Source: an optimization exercise on an open RTL-to-GDS flow (aim: small area, a short achievable clock period and few clock cycles). Production flows keep margins and buffers that such runs may drop.
The RTL was checked by simulation tests, not by an equivalence proof against the original design.
The clock input has no modelled driver; a real chip could not lean on it and would need a root buffer or a full tree.
Power figures rest on the tool's default switching activity, not on a simulated workload.

==> flow/design.v (excerpt) <==
module frequency_generation_stage #(
    parameter SYMBOL_WIDTH = 5,     
    parameter FREQ_WIDTH = 16,      
    parameter NUM_CELLS = 16        
) (
    input  wire clk,
    input  wire reset,
    input  wire [SYMBOL_WIDTH-1:0] symbol_in,   
    input  wire valid_in,                       
    output wire ready_in,                       
    output wire [NUM_CELLS*FREQ_WIDTH-1:0] sorted_frequencies,   
    output wire [NUM_CELLS*SYMBOL_WIDTH-1:0] sorted_symbols,     
    output wire sorted_done                     
);
    stream_sorter_oets #(
        .SYMBOLS(NUM_CELLS),
        .FREQ_WIDTH(FREQ_WIDTH),
        .SYMBOL_WIDTH(SYMBOL_WIDTH)
    ) sorter_inst (
        .clk(clk),
        .reset(reset),
        .symbol_in(symbol_in),
        .valid_in(valid_in),
        .ready_in(ready_in),
        .sorted_frequencies_flat(sorted_frequencies),
        .sorted_symbol_flat(sorted_symbols),
        .sorted_done(sorted_done)
    );
endmodule
==> flow/config.mk <==
export PLATFORM = sky130hd
export DESIGN_NAME = frequency_generation_stage
export DESIGN_NICKNAME = frequency_generation_stage
export VERILOG_FILES = /design/flow/design.v
export SDC_FILE = /design/flow/constraint.sdc
export NUM_CORES = 4
export LEC_CHECK = 0
export CAP_MARGIN = 20
export CORE_MARGIN = 2
export CORE_UTILIZATION = 40
export PLACE_DENSITY = 0.6
export SLEW_MARGIN = 20
==> flow/constraint.sdc <==
create_clock -name core_clock -period 8.5 [get_ports {clk}]
set_input_delay 1.7000 -clock core_clock [delete_from_list [all_inputs] [get_ports {clk}]]
set_output_delay 1.7000 -clock core_clock [all_outputs]
set_load 0.01 [all_outputs]
standard.sh (not shown) runs the stock make flow with config.mk's settings and CLKGATE_MAP_FILE= SYNTH_SCRIPT=/design/flow/synth_recipe.tcl, a recipe that flattens the netlist after the stock synthesis.
==> flow/flow/run.sh <==
#!/bin/bash
# The standard layout (the standard.sh, unchanged synthesis), with:
#  - port buffers of a plain buffer cell (buf_2) instead of the delay buffer
#    buffer_ports picks by default;
#  - flip-flops that drive output ports sized up to drive strength 2 after
#    floorplan (flow/outflops.tcl, the POST_FLOORPLAN hook);
#  - a two-level clock tree built by flow/cts_tree.tcl (run as the PRE_CTS
#    hook of the standard CTS step) in place of clock_tree_synthesis;
#  - timing repair aimed at a tighter setup margin, so that the layout is
#    optimised towards a shorter achieved period (the SDC is unchanged).
set -euo pipefail
bash standard.sh \
  "BUFFER_PORTS_ARGS=-buffer_cell sky130_fd_sc_hd__buf_2" \
  "POST_FLOORPLAN_TCL=$PWD/flow/outflops.tcl" \
  "PRE_CTS_TCL=$PWD/flow/cts_tree.tcl" \
  SETUP_SLACK_MARGIN=5.9 \
  finish > standard_flow.log 2>&1
==> flow/flow/outflops.tcl <==
# Flip-flops that drive output ports start at drive strength 2 (same cell
# type as synthesis gave them, only a stronger size), so the ports see a
# fast clock-to-output path.
set of_block [ord::get_db_block]
set of_n 0
foreach inst [$of_block getInsts] {
  set m [[$inst getMaster] getName]
  if { $m == "sky130_fd_sc_hd__dfxtp_1" || $m == "sky130_fd_sc_hd__dfrtp_1" } {
    set q [$inst findITerm Q]
    set net [$q getNet]
    if { $net != "NULL" && [llength [$net getBTerms]] > 0 } {
      regsub {_1$} $m {_2} m2
      replace_cell [$inst getName] $m2
      incr of_n
    }
  }
}
puts "outflops: $of_n flip-flops driving ports set to drive strength 2"
Other scripts of this flow, unchanged in this note and not shown: flow/flow/cts_tree.tcl
Testbench counts at the start, summed over its fixed seeds: cycles 29,972.
==> next run, changes <==
--- a/flow/flow/run.sh
+++ b/flow/flow/run.sh
@@ -14,4 +14,4 @@
   "POST_FLOORPLAN_TCL=$PWD/flow/outflops.tcl" \
   "PRE_CTS_TCL=$PWD/flow/cts_tree.tcl" \
-  SETUP_SLACK_MARGIN=5.9 \
+  SETUP_SLACK_MARGIN=5.8 \
   finish > standard_flow.log 2>&1
CORE_UTILIZATION = 50   (was 40)
PLACE_DENSITY = 0.7   (was 0.6)
=> The new run completed with no timing, DRC or antenna violations; synthesized area does not change; global-route usage climbs by 3.0 points; final area drops by 8.7%; die area drops by 20%; register-to-register slack is worse by 0.09 ns; hold slack barely changes; wire length drops by 12%; critical path depth drops by 2; clock skew drops by 0.0080 ns; maximum frequency drops by 3.2%; core utilization climbs by 7.6 points.
==> next run, changes <==
CORE_UTILIZATION = 40   (was 50)
PLACE_DENSITY = 0.6   (was 0.7)
Effect: Hold slack stays flat; sequential power hardly moves; final area shrinks slightly; worst setup slack gets better by 0.017 ns; core utilization decreases by 13 points.
==> next run, changes <==
--- a/flow/flow/run.sh
+++ b/flow/flow/run.sh
@@ -14,4 +14,4 @@
   "POST_FLOORPLAN_TCL=$PWD/flow/outflops.tcl" \
   "PRE_CTS_TCL=$PWD/flow/cts_tree.tcl" \
-  SETUP_SLACK_MARGIN=5.8 \
+  SETUP_SLACK_MARGIN=5.85 \
   finish > standard_flow.log 2>&1
Total power rises by 1.5%.
Worst hold slack barely changes.
Clock skew stays flat.
Cell count hardly moves.
Sequential cell count stays the same.
Fmax rises by 1.8%.
Die area stays the same.
==> next run, changes <==
==> flow/flow/run.sh (replaced) <==
#!/bin/bash
# The standard layout (the standard.sh, unchanged synthesis), with:
#  - port buffers of a plain buffer cell (buf_2) instead of the delay buffer
#    buffer_ports picks by default;
#  - a two-level clock tree built by flow/cts_tree.tcl (run as the PRE_CTS
#    hook of the standard CTS step) in place of clock_tree_synthesis;
#  - timing repair aimed at a tighter setup margin, so that the layout is
#    optimised towards a shorter achieved period (the SDC is unchanged).
set -euo pipefail
bash standard.sh \
  "BUFFER_PORTS_ARGS=-buffer_cell sky130_fd_sc_hd__buf_2" \
  "PRE_CTS_TCL=$PWD/flow/cts_tree.tcl" \
  SETUP_SLACK_MARGIN=5.7 \
  finish > standard_flow.log 2>&1
removed: flow/flow/outflops.tcl
What happened: Worst setup slack loses 0.14 ns. Synthesized cell count stays the same. Clock skew shrinks by 0.0049 ns. Cell area decreases by 3.6%. Routed wire length decreases by 1.7%.
==> next run, changes <==
--- a/flow/flow/run.sh
+++ b/flow/flow/run.sh
@@ -3,4 +3,6 @@
 #  - port buffers of a plain buffer cell (buf_2) instead of the delay buffer
 #    buffer_ports picks by default;
+#  - flip-flops that drive output ports sized up to drive strength 2 after
+#    floorplan (flow/outflops.tcl, the POST_FLOORPLAN hook);
 #  - a two-level clock tree built by flow/cts_tree.tcl (run as the PRE_CTS
 #    hook of the standard CTS step) in place of clock_tree_synthesis;
@@ -10,5 +12,6 @@
 bash standard.sh \
   "BUFFER_PORTS_ARGS=-buffer_cell sky130_fd_sc_hd__buf_2" \
+  "POST_FLOORPLAN_TCL=$PWD/flow/outflops.tcl" \
   "PRE_CTS_TCL=$PWD/flow/cts_tree.tcl" \
-  SETUP_SLACK_MARGIN=5.7 \
+  SETUP_SLACK_MARGIN=5.75 \
   finish > standard_flow.log 2>&1
==> flow/flow/outflops.tcl (new file) <==
# Flip-flops that drive output ports start at drive strength 2 (same cell
# type as synthesis gave them, only a stronger size), so the ports see a
# fast clock-to-output path.
set of_block [ord::get_db_block]
set of_n 0
foreach inst [$of_block getInsts] {
  set m [[$inst getMaster] getName]
  if { $m == "sky130_fd_sc_hd__dfxtp_1" || $m == "sky130_fd_sc_hd__dfrtp_1" } {
    set q [$inst findITerm Q]
    set net [$q getNet]
    if { $net != "NULL" && [llength [$net getBTerms]] > 0 } {
      regsub {_1$} $m {_2} m2
      replace_cell [$inst getName] $m2
      incr of_n
    }
  }
}
puts "outflops: $of_n flip-flops driving ports set to drive strength 2"
Clock skew goes up by 0.0056 ns.
Power is higher by 0.76%.
Routed wire length came out higher by 3.0%.
In every run of this note, the design's own scripts or RTL, not TritonCTS, make the clock network.

re-timing with driven ports:
The results above use ideal ports. As a check the final layouts listed here were re-extracted and re-timed, cells and wires unchanged.
Step 1: set_driving_cell puts a clkbuf_16 on clk and a buf_2 on each other input, an assumption about the parent block.
Step 2 also shifts input and output timing later by t, the mid clock arrival at the registers, as if the neighbouring blocks saw the same clock.
Three values: ideal, step 1, step 2; two values: the first two.
run | t (ns) | setup WS [ns] | worst setup path at the end | cell pins on the clock port's net
the first run | 0.436 | 5.869 / 5.779 / 5.434 | input to register | 4
the second run | 0.423 | 5.782 / 5.694 / 5.271 | input to register | 4
the third run | 0.433 | 5.799 / 5.696 / 5.307 | input to register | 4
the fourth run | 0.431 | 5.846 / 5.744 / 5.361 | input to register | 4
the fifth run | 0.431 | 5.706 / 5.605 / 5.175 | input to register | 4
the sixth run | 0.434 | 5.795 / 5.602 / 5.168 | input to register | 4
After both steps setup and hold are still met in every run listed. The setup slack of the sixth run, which loses most, moves by -0.193 ns with the drivers and by -0.627 ns with both steps.
